Context: an optimization exercise on an open-source flow, tuned for small area. The choices shown serve that exercise and are no tape-out recipe. Function was checked by simulation only, so behaviour that the tests miss may differ from the original. No driver is modelled on the clock port, so clocking that relies on it looks cheaper here than on a real chip. Power is estimated from default activity; no workload was simulated.

==> v14 <==
// main
module main (
    input  wire       mclk,
    input  wire       rst,
    input  wire       MOSI,
    input  wire       SCK,
    input  wire       CS,
    output wire       MISO,
    output wire [7:0] SEG,
    output wire [7:0] DEG
);
clock: 10.0 ns
lec_check: 0
cap_margin: 20
core_margin: 2
core_utilization: 40
slew_margin: 20
standard.sh (not shown) runs the stock make flow with config.mk's settings and CLKGATE_MAP_FILE= SYNTH_SCRIPT=/design/flow/synth_recipe.tcl, a recipe that flattens the netlist after the stock synthesis.
==> flow/flow/run.sh <==
#!/bin/bash
set -euo pipefail
W=$(pwd)
F="$W/flow"

make -C "$FLOW_HOME" DESIGN_CONFIG="$W/config.mk" WORK_HOME="$W/orfs" \
    CLKGATE_MAP_FILE= SYNTH_SCRIPT="$F/own_synth.tcl" synth > "$W/own_synth.log" 2>&1

export CTS_ARGS="-sink_clustering_enable -repair_clock_nets -dont_use_dummy_load -buf_list {sky130_fd_sc_hd__clkbuf_4 sky130_fd_sc_hd__clkbuf_8} -sink_clustering_size 25"
export BUFFER_PORTS_ARGS="-buffer_cell sky130_fd_sc_hd__buf_1"
bash "$W/standard.sh" finish > "$W/own_layout.log" 2>&1
==> flow/flow/area.abc <==
&get -n
&st
&dc2
&dc2
&dch -f
&nf -a -R 100 -E 1000
&put
topo
==> flow/flow/own_synth.tcl <==
# Standard synthesis (synth_recipe.tcl) with one change: the combinational
# logic is mapped by ABC with an area-oriented script, and full/half adders
# are left to ABC instead of being extracted first. Registers are mapped by
# the same steps as in the standard synthesis, so they keep its names and cells.
proc synth {args} { yosys synth -nofsm -noshare {*}$args }
set ::env(ADDER_MAP_FILE) ""
set own_abc_script [file join [file dirname [file normalize [info script]]] area.abc]
proc abc {args} {
    global own_abc_script
    set out {}
    set skip 0
    foreach a $args {
        if {$skip} { set skip 0; continue }
        if {$a eq "-script"} { set skip 1; continue }
        lappend out $a
    }
    yosys abc -script $own_abc_script {*}$out
}
source $::env(SCRIPTS_DIR)/synth.tcl
# left out here: clear keep_hierarchy, flatten, clean up, hide names made inside functions, write 1_2_yosys.v
==> inputs of v26, as changes to v14 <==
==> flow/flow/run.sh (replaced) <==
#!/bin/bash
set -euo pipefail
W=$(pwd)
F="$W/flow"

make -C "$FLOW_HOME" DESIGN_CONFIG="$W/config.mk" WORK_HOME="$W/orfs" \
    CLKGATE_MAP_FILE= SYNTH_SCRIPT="$F/own_synth.tcl" synth > "$W/own_synth.log" 2>&1

export CTS_ARGS="-sink_clustering_enable -repair_clock_nets -dont_use_dummy_load -root_buf sky130_fd_sc_hd__clkbuf_16 -buf_list {sky130_fd_sc_hd__clkbuf_4}"
export POST_CTS_TCL="$F/post_cts.tcl"
export BUFFER_PORTS_ARGS="-buffer_cell sky130_fd_sc_hd__buf_1"
bash "$W/standard.sh" finish > "$W/own_layout.log" 2>&1
==> flow/flow/post_cts.tcl (new file) <==
# After clock tree synthesis (small leaf buffers, large root): upsize any
# leaf clock buffer whose flip-flop clock pins see more than 110 ps of slew,
# then legalize the placement again.
set clk_target 0.110
set clk_next [dict create sky130_fd_sc_hd__clkbuf_1 sky130_fd_sc_hd__clkbuf_2 \
  sky130_fd_sc_hd__clkbuf_2 sky130_fd_sc_hd__clkbuf_4 \
  sky130_fd_sc_hd__clkbuf_4 sky130_fd_sc_hd__clkbuf_8 \
  sky130_fd_sc_hd__clkbuf_8 sky130_fd_sc_hd__clkbuf_16]
estimate_parasitics -placement
set clk_changed 0
foreach b [get_cells clkbuf_*] {
  while 1 {
    set net [get_nets -of_objects [get_pins -of_objects $b -filter "direction == output"]]
    set mx 0
    foreach p [get_pins -of_objects $net -filter "direction == input"] {
      set s [get_property $p slew_max]
      if {$s > $mx} { set mx $s }
    }
    set m [get_property $b ref_name]
    if {$mx <= $clk_target || ![dict exists $clk_next $m]} { break }
    replace_cell $b [dict get $clk_next $m]
    estimate_parasitics -placement
    incr clk_changed
    puts "post_cts: [get_full_name $b] $m -> [get_property $b ref_name] (slew $mx)"
  }
}
if {$clk_changed > 0} {
  detailed_placement
  check_placement -verbose
  estimate_parasitics -placement
}
Settings changed: CORE_UTILIZATION 40 to 80.
==> impl_metrics.json <==
{
  "totalWireLength_um": 18710,
  "finClkSkew_ns": 0.04287,
  "via_per_inst": 6.196,
  "rows": 49,
  "status": "finished clean",
  "drt_iter0_markers": 628,
  "path_cells": "clkinv_1 -> a21oi_1 -> a31oi_1 -> buf_1"
}
(the above is from v14)
==> impl_metrics.json <==
{
  "drt_iter0_markers": 1343,
  "totalWireLength_um": 19740,
  "p_clk_uw": 360,
  "buf_share": 0.01478,
  "rows": 34,
  "finClkSkew_ns": 0.03032,
  "status": "finished clean",
  "hp-class": "reg2reg"
}
(the above is from v26)

* * *

==> inputs of run a <==
Another version of the RTL of main (not shown whole).
Settings: LEC_CHECK=0, CAP_MARGIN=20, CORE_MARGIN=2, CORE_UTILIZATION=40, SLEW_MARGIN=20; clock period 10.0 ns.
run.sh (not shown) runs the stock make flow with config.mk's settings and CLKGATE_MAP_FILE= SYNTH_SCRIPT=/design/flow/synth_recipe.tcl, a recipe that flattens the netlist after the stock synthesis.
Stock flow here: none of the scripts above is used.
==> inputs of run b, as changes to run a <==
--- a/flow/design.v
+++ b/flow/design.v
@@ -5,22 +5,22 @@
     input  wire       SCK,
     input  wire       CS,
     output reg        MISO,
     output reg        DATR,
     input  wire       datr_clr,
     input  wire [7:0] tx_load_data,
     input  wire       tx_load_ctrl,
-    output reg  [7:0] rx_read_data,
+    output wire [7:0] rx_read_data,
     output wire       cs_fall
 );
 reg r1_mosi, r2_mosi;
 reg r1_sck, r2_sck, r3_sck;
 reg r1_cs, r2_cs, r3_cs;
 reg sck_posedge;
-reg [6:0] rx_REG;
+reg [7:0] rx_REG;
 reg [7:0] tx_REG;
 reg [2:0] tx_COUNTER;
 assign cs_fall = r3_cs & ~r2_cs;
 wire sck_rise = ~r3_sck & r2_sck & ~r3_cs;
 wire sck_fall = r3_sck & ~r2_sck & ~r3_cs;
 always @(posedge clk) begin
     r1_mosi <= MOSI;
@@ -33,22 +33,19 @@
     end else begin
         r1_sck <= SCK; r2_sck <= r1_sck; r3_sck <= r2_sck;
         r1_cs  <= CS;  r2_cs  <= r1_cs;  r3_cs  <= r2_cs;
     end
 end
 always @(posedge clk) begin
     if (rst)
-        rx_REG <= 7'd0;
+        rx_REG <= 8'd0;
     else if (sck_rise)
-        rx_REG <= {rx_REG[5:0], r2_mosi};
-end
-always @(posedge clk) begin
-    if (sck_rise && tx_COUNTER == 3'b111)
-        rx_read_data <= {rx_REG, r2_mosi};
+        rx_REG <= {rx_REG[6:0], r2_mosi};
 end
+assign rx_read_data = rx_REG;
 always @(posedge clk) begin
     if (rst)
         tx_REG <= 8'd0;
     else if (tx_load_ctrl)
         tx_REG <= tx_load_data;
     else if (cs_fall)
         tx_REG <= 8'hFF;
@@ -257,34 +254,39 @@
             pwm_out <= S117_BADJ != 8'd0;
         else
             pwm_out <= lt8(pwm_counter, S117_BADJ);
     end
 end
 reg [2:0] digit_counter;
 reg [3:0] seg_r;
-reg [7:0] dig_driver_r;
+reg       deg_on_hi;
+reg       deg_on_lo;
 wire [31:0] seg_all = {S117_SEG3, S117_SEG2, S117_SEG1, S117_SEG0};
 always @(posedge mclk) begin
     if (rst) begin
-        dig_driver_r  <= 8'd0;
+        deg_on_hi     <= 1'b0;
+        deg_on_lo     <= 1'b0;
         digit_counter <= 3'd0;
         seg_r         <= 4'd0;
     end else if (pwrdn) begin
-        dig_driver_r <= 8'd0;
+        deg_on_hi <= 1'b0;
+        deg_on_lo <= 1'b0;
     end else if (step) begin
         digit_counter <= digit_counter + 1'b1;
-        if (S117_DIGEN[digit_counter]) begin
-            dig_driver_r <= pol ? ~(8'd1 << digit_counter) : (8'd1 << digit_counter);
-            seg_r        <= seg_all[digit_counter*4 +: 4];
-        end else begin
-            seg_r        <= 4'd0;
-            dig_driver_r <= 8'd0;
-        end
+        deg_on_hi     <= S117_DIGEN[digit_counter] & ~pol;
+        deg_on_lo     <= S117_DIGEN[digit_counter] & pol;
+        if (S117_DIGEN[digit_counter])
+            seg_r <= seg_all[digit_counter*4 +: 4];
+        else
+            seg_r <= 4'd0;
     end
 end
+wire [2:0] shown_digit = digit_counter - 1'b1;
+wire [7:0] dig_sel = 8'd1 << shown_digit;
+wire [7:0] dig_driver_w = (dig_sel & {8{deg_on_hi}}) | (~dig_sel & {8{deg_on_lo}});
 reg [3:0] interval_counter;
 reg [7:0] blink_counter;
 reg       blink_out;
 wire interval_end = interval_counter[3] & interval_counter[1];   
 wire lt0 = lt8(blink_counter, S117_BLNK0);
 wire lt1 = lt8(blink_counter, S117_BLNK1);
 wire lo_zero = S117_BLNK0 == 8'd0 || S117_BLNK1 == 8'd0;
@@ -333,9 +335,9 @@
         seg_driver_r <= 8'd0;
     else if (test)
         seg_driver_r <= {8{~pol}};
     else
         seg_driver_r <= {8{gate}} & {pol | dp_bit, pattern ^ {7{pol}}};
 end
 assign SEG = seg_driver_r;
-assign DEG = dig_driver_r;
+assign DEG = dig_driver_w;
 endmodule
ABC_AREA = 1   (was not set)
CTS_BUF_LIST = sky130_fd_sc_hd__clkbuf_4 sky130_fd_sc_hd__clkbuf_8   (was not set)
CTS_CLUSTER_SIZE = 30   (was not set)
==> qor summary <==
metric                                                                                 run a                          run b
Result of the run                                           no timing/DRC/antenna violations  no timing/DRC/antenna violations
Routed length on met2                                                                9720 µm                        9450 µm
Die outline height                                                                    155 µm                         150 µm
Fraction of final layout cells with drive strength greater than 1                     0.0883                         0.0602
Count of filler cells inserted in the layout                                           2,067                          2,052
Growth of design area from synthesis to finish                                         11.6%                          11.2%
Total die area                                                                    23,900 µm²                     22,400 µm²
Worst-margin pin slew                                                                1.19 ns                        1.12 ns
Number of flops mapped to enable cells by yosys                                          101                             93
Final standard cell count with taps included and fillers excluded                      1,112                          1,255
Most common cell after layout, fill and taps aside                 sky130_fd_sc_hd__edfxtp_1         sky130_fd_sc_hd__inv_1
Final min period                                                                     3.55 ns                        5.77 ns
Area used by multi-input combinational logic                                        3800 µm²                       3200 µm²
Clk pwr share                                                                          0.417                          0.367
Cell count after synthesis                                                               812                            948
Maximum frequency from static timing analysis                                        281 MHz                        173 MHz
Cell area after placement                                                           9490 µm²                       8970 µm²
Sequential share of power                                                              0.532                          0.559
Worst setup path startpoint                                                              rst  digit_counter[0]$_SDFFE_PP0P_
Final Net Count                                                                          857                          1,009
Period Utilization, post-route                                                         0.355                          0.577
Reg2Reg Depth                                                                              6                              9
Synthesized area divided by synthesized cell count                                  11.2 µm²                       8.95 µm²
Core area                                                                         22,400 µm²                     20,900 µm²
Initial core utilization                                                               0.404                          0.406

-- afterwards: timing with drivers on the ports --
How much do the figures lean on ideal ports? The routed layouts below were timed once more, with nothing changed but the port constraints.
Step 1: set_driving_cell puts a clkbuf_16 on mclk and a buf_2 on each other input, an assumption about the parent block.
Step 2, shift: input delay + t, output delay - t, t = (earliest + latest rising clock arrival at the registers) / 2. This alone moves slack from input paths to output paths.
Slacks: ideal / step 1 / step 2; pairs: ideal / step 1.
run	shift t [ns]	slack for setup (ns)	worst hold slack (ns)	clock arrival spread, ns
v14	0.495	5.767 / 5.726 / 5.920	0.340 / 0.340 / 0.340	0.044 / 0.044
v26	0.420	5.988 / 5.946 / 5.667	0.346 / 0.346 / 0.346	0.033 / 0.033
run a	0.475	6.447 / 6.469 / 5.994	0.331 / 0.331 / 0.331	0.016 / 0.016
run b	0.495	4.235 / 4.193 / 4.689	0.334 / 0.334 / 0.334	0.016 / 0.015
After both steps every run listed still meets setup and hold. For run a, which loses most, drivers alone change the setup slack by +0.022 ns; drivers and shift together by -0.453 ns.
